This design comes from an exercise in tuning for small area and a short achievable clock period on the open sky130 flow, not from production work. Only simulation tests tie the RTL to the original design; equivalence was not proved.

**flow/run.sh**
```bash
#!/bin/bash
# synth_recipe.tcl (not shown) runs the flow's synth.tcl, then flattens the netlist and writes it again
# the make line also repeats each setting of config.mk as NAME=value (left out here)
make -C /OpenROAD-flow-scripts/flow DESIGN_CONFIG=/design/flow/config.mk WORK_HOME=/design/flow/orfs CLKGATE_MAP_FILE= SYNTH_SCRIPT=/design/flow/synth_recipe.tcl finish
```
**flow/config.mk**
```make
export PLATFORM = sky130hd
export DESIGN_NAME = multihead_attention
export DESIGN_NICKNAME = multihead_attention
export VERILOG_FILES = /design/flow/design.v
export SDC_FILE = /design/flow/constraint.sdc
export NUM_CORES = 4
export LEC_CHECK = 0
export CAP_MARGIN = 20
export CORE_MARGIN = 2
export CORE_UTILIZATION = 40
export SLEW_MARGIN = 20
```
**flow/constraint.sdc**
```tcl
create_clock -name core_clock -period 170.0 [get_ports {clk}]
set_input_delay 34.0000 -clock core_clock [delete_from_list [all_inputs] [get_ports {clk}]]
set_output_delay 34.0000 -clock core_clock [all_outputs]
set_load 0.01 [all_outputs]
```
**flow/design.v**
```verilog
module multihead_attention #(
    parameter HEADS = 1,   
    parameter DIM = 4      
)(
    input clk,
    input reset,
    input [HEADS*DIM*32-1:0] query,
    input [HEADS*DIM*32-1:0] key,
    input [HEADS*DIM*32-1:0] value,
    output reg [HEADS*DIM*32-1:0] attention_output
);
    reg [31:0] scores [0:HEADS-1][0:DIM-1];
    reg [31:0] sum [0:HEADS-1];
    reg [31:0] weighted;
    reg [HEADS*DIM*32-1:0] next_output;
    integer i, j;
    always @* begin
        next_output = {HEADS*DIM*32{1'b0}};
        for (i = 0; i < HEADS; i = i + 1) begin
            sum[i] = 0;
            for (j = 0; j < DIM; j = j + 1) begin
                scores[i][j] = query[(i*DIM+j)*32 +: 32] * key[(i*DIM+j)*32 +: 32];  
                sum[i] = sum[i] + scores[i][j];
            end
            for (j = 0; j < DIM; j = j + 1) begin
                weighted = scores[i][j] * value[(i*DIM+j)*32 +: 32];
                next_output[(i*DIM+j)*32 +: 32] = (sum[i] == 32'd0) ? 32'd0 : weighted / sum[i];  
            end
        end
    end
    always @(posedge clk or posedge reset) begin
        if (reset)
            attention_output <= {HEADS*DIM*32{1'b0}};
        else
            attention_output <= next_output;
    end
endmodule
```
==> flow_summary.toml <==
[sta]
maxSlewHeadroom_pct = 9.87
fmax_mhz = 6.24
rsz0062_at_grt = "no"
hold_slack_ns = 33.91
drv_slew = 0
setup-tns-final_ns = 0
worstMarginPinSlew_ns = 1.35
period_needed_ns = 160.24
timing.final.ws_setup_ns = 9.76
finalHoldViolations = 0
setup_viol = 0
finalCritPeriodShare_pct = 94.3

[clock_tree]
cts_root_buf = "clkbuf_16"
cts.repair.resized = 0
htree_levels = 4
max-clock-path-buffers = 3
cts_setup_buffers = 0
cts_sinks = 128
clk_pin_slew_ns = 0.06
cts-buffers-inserted = 25
tritoncts = "done"
postCtsHoldBufs = 0

[layout]
nets = 36500
area_growth_pct = 7.13
top_regs = "attention_output (128)"
largest_reg_flops = 128
n_fill_cell = 59200
multiInputGateArea_um2 = 210000
regMostFlops = "attention_output"
final-seq-area_um2 = 3200
drive_above_1_share_pct = 5.09

[critical_path]
crit_type = "in -> reg"
endpoint = "attention_output[0]"
arrival_ns = 160.66
critical_path_required_ns = 170.42
crit_path_end_kind = "flop"
cpPeakStageDelay_ns = 1.03
crit_path_start_kind = "input port"
crit_path_frequent_cell = "o21a_1"
slowest_stage = "clkdlybuf4s50_1"
critical_path.startpoint = "key[9]"
cp_max_fo = 40

[die]
start_util_pct = 40.1
dieArea_um2 = 589000
fp-row-count = 280
fp.coreArea_um2 = 581000
io_pins = 514
die_y_um = 767
die_w_um = 767

[yosys]
seq_area_frac_synth_pct = 1.37
synthDistinctLibCells = 107
ys_top_cells_by_area = "fa_1 29%, ha_1 17%, inv_1 7.2%, nand2_1 6.4%, and2_1 3.9%"
syn-num-nets = 36600
synthTopCellsByCount = "4443 x inv_1, 3997 x nand2_1, 3326 x fa_1"
ys_ff_latch = 128
syn_avg_cell_area_um2 = 7.84
synthArstFlopShare_pct = 100
synth.most_common_cell = "inv_1"
netlist_instances = 29700
yosysTopAreaCell = "fa_1"
synth_edf_count = 0
synth_ff_type = "dfrtp_1"
syn-cell-area_um2 = 233000
yosysTopAreaCellShare_pct = 28.6
ys.warnings.count = 3

[run_status]
status = "complete, no violations"

[global_route]
grt_max_degree = 77
track_usage_pct = 28.1
grt_antenna_before_repair = 134
grt_pass1_wl_um = 1290000
grt_pass1_vias = 214000
grt_overflow = 0

[job]
maxCapViolCount = 0

[detailed_routing]
drt-initial-drc-count = 16300
vias_per_cell = 5.64
drc = 0
routedWlPerCell_um = 22.4
num_vias = 212000
drt_wl_total_um = 842000
ant_nets = 0
drt_pass1_iterations = 8

[placed_design]
gp_congestion = 0.955
dp_hpwl_um = 672000
place_ws_ns = 10.88
portBuffers = 513

[worst_hold_path]
worstHoldPathType = "in -> async"
==> per-stage QoR <==
| stage | util (%) | instances | instance area, um^2 |
|---|---|---|---|
| floorplan | - | 29700 | 233000 |
| global route | 43.0 | 37500 | 250000 |
| CTS | 42.9 | 37400 | 249000 |
| global placement | 42.8 | 37300 | 249000 |
| finish | 43.0 | 37500 | 250000 |
| detailed placement | 42.8 | 37300 | 249000 |
==> worst max-delay path, delay by kind of cell <==
family | cells | cell delay [ns]
muxes | 9 | 3.67
xor gates and xnor gates | 12 | 4.27
AOI/OAI and AO/OA | 338 | 77.21
buffers and inverters | 21 | 5.88
adders and majority gates | 49 | 18.53
and+or+nand+nor | 68 | 16.87
==> layer usage <==
layer  vias up  global-route usage [%]  wire length [um]
li1      97400                       -                 -
met1    105000                    37.8            358000
met2      8008                    44.3            371000
met3      1476                    4.87             68800
met4        42                    12.4             43200
met5         -                  0.0325               251
==> final cells by class <==
cell class | instances | share of cell area (%)
Tap cell | 7755 | 3.89
Inverter | 4446 | 6.70
Clock inverter | 4 | 0.0180
Sequential cell | 128 | 1.28
Antenna cell | 149 | 0.149
Multi-Input combinational cell | 24000 | 84.0
Clock buffer | 29 | 0.269
Timing Repair Buffer | 1052 | 3.65
==> cells by family after synthesis <==
kind of cell / after synthesis / share of synthesized area (%)
simple gates: 10300 / 20.7
fa+ha+maj: 6457 / 45.4
buf+inv: 5636 / 9.10
compound gates: 5071 / 14.5
xor+xnor: 1552 / 6.05
mux: 608 / 2.88
flops: 128 / 1.37
==> worst min-delay path by stage <==
| stage | from | endpoint | slack, ns | cells past startpoint |
|---|---|---|---|---|
| 2_1_floorplan | attention_output[0] | attention_output[0] | 34.35 | 0 |
| 3_3_place_gp | reset | attention_output[72] | 34.56 | 2 |
| 3_5_place_dp | reset | attention_output[72] | 34.57 | 2 |
| 4_1_cts | reset | attention_output[7] | 33.88 | 2 |
| 5_1_grt | reset | attention_output[37] | 33.95 | 2 |
| 6_report | reset | attention_output[72] | 33.91 | 2 |
==> layout by cell type, fill, tap and decap left out, types with 242 or more instances in the layout <==
master and count:
o21ai_0 897, o21a_1 913, or3_1 264, a21oi_1 1100, nand3_1 294, nand2b_1 291
xnor2_1 976, xor2_1 465, inv_1 4433, nand2_1 3997, mux2_2 494, a21o_1 537
and3_1 242, nor2_1 1879, ha_1 3131, nor3_1 958, clkdlybuf4s50_1 499, and2_1 1466
nor2b_1 281, buf_4 538, fa_1 3326

## static timing again, ports no longer ideal
The results above use ideal ports. As a check the final layout listed here was re-extracted and re-timed, cells and wires unchanged.
Step 1 (the two cells are an assumption about what drives the block):
set clk [get_ports {clk}]
set_driving_cell -lib_cell sky130_fd_sc_hd__clkbuf_16 $clk
set_driving_cell -lib_cell sky130_fd_sc_hd__buf_2 [delete_from_list [all_inputs] $clk]
Step 2 times the ports against the registers' clock, not the clock port: input delays grow and output delays shrink by t, the midpoint of the rising clock arrivals with the driver on.
a / b / c = ideal / step 1 / step 2; a / b = the first two.
t (ns): 0.686
setup slack, ns: 9.763 / 9.818 / 9.132
worst setup path after step 2: input to register
After both steps this run still meets setup and hold. For this run, drivers alone change the setup slack by +0.055 ns; drivers and shift together by -0.631 ns.
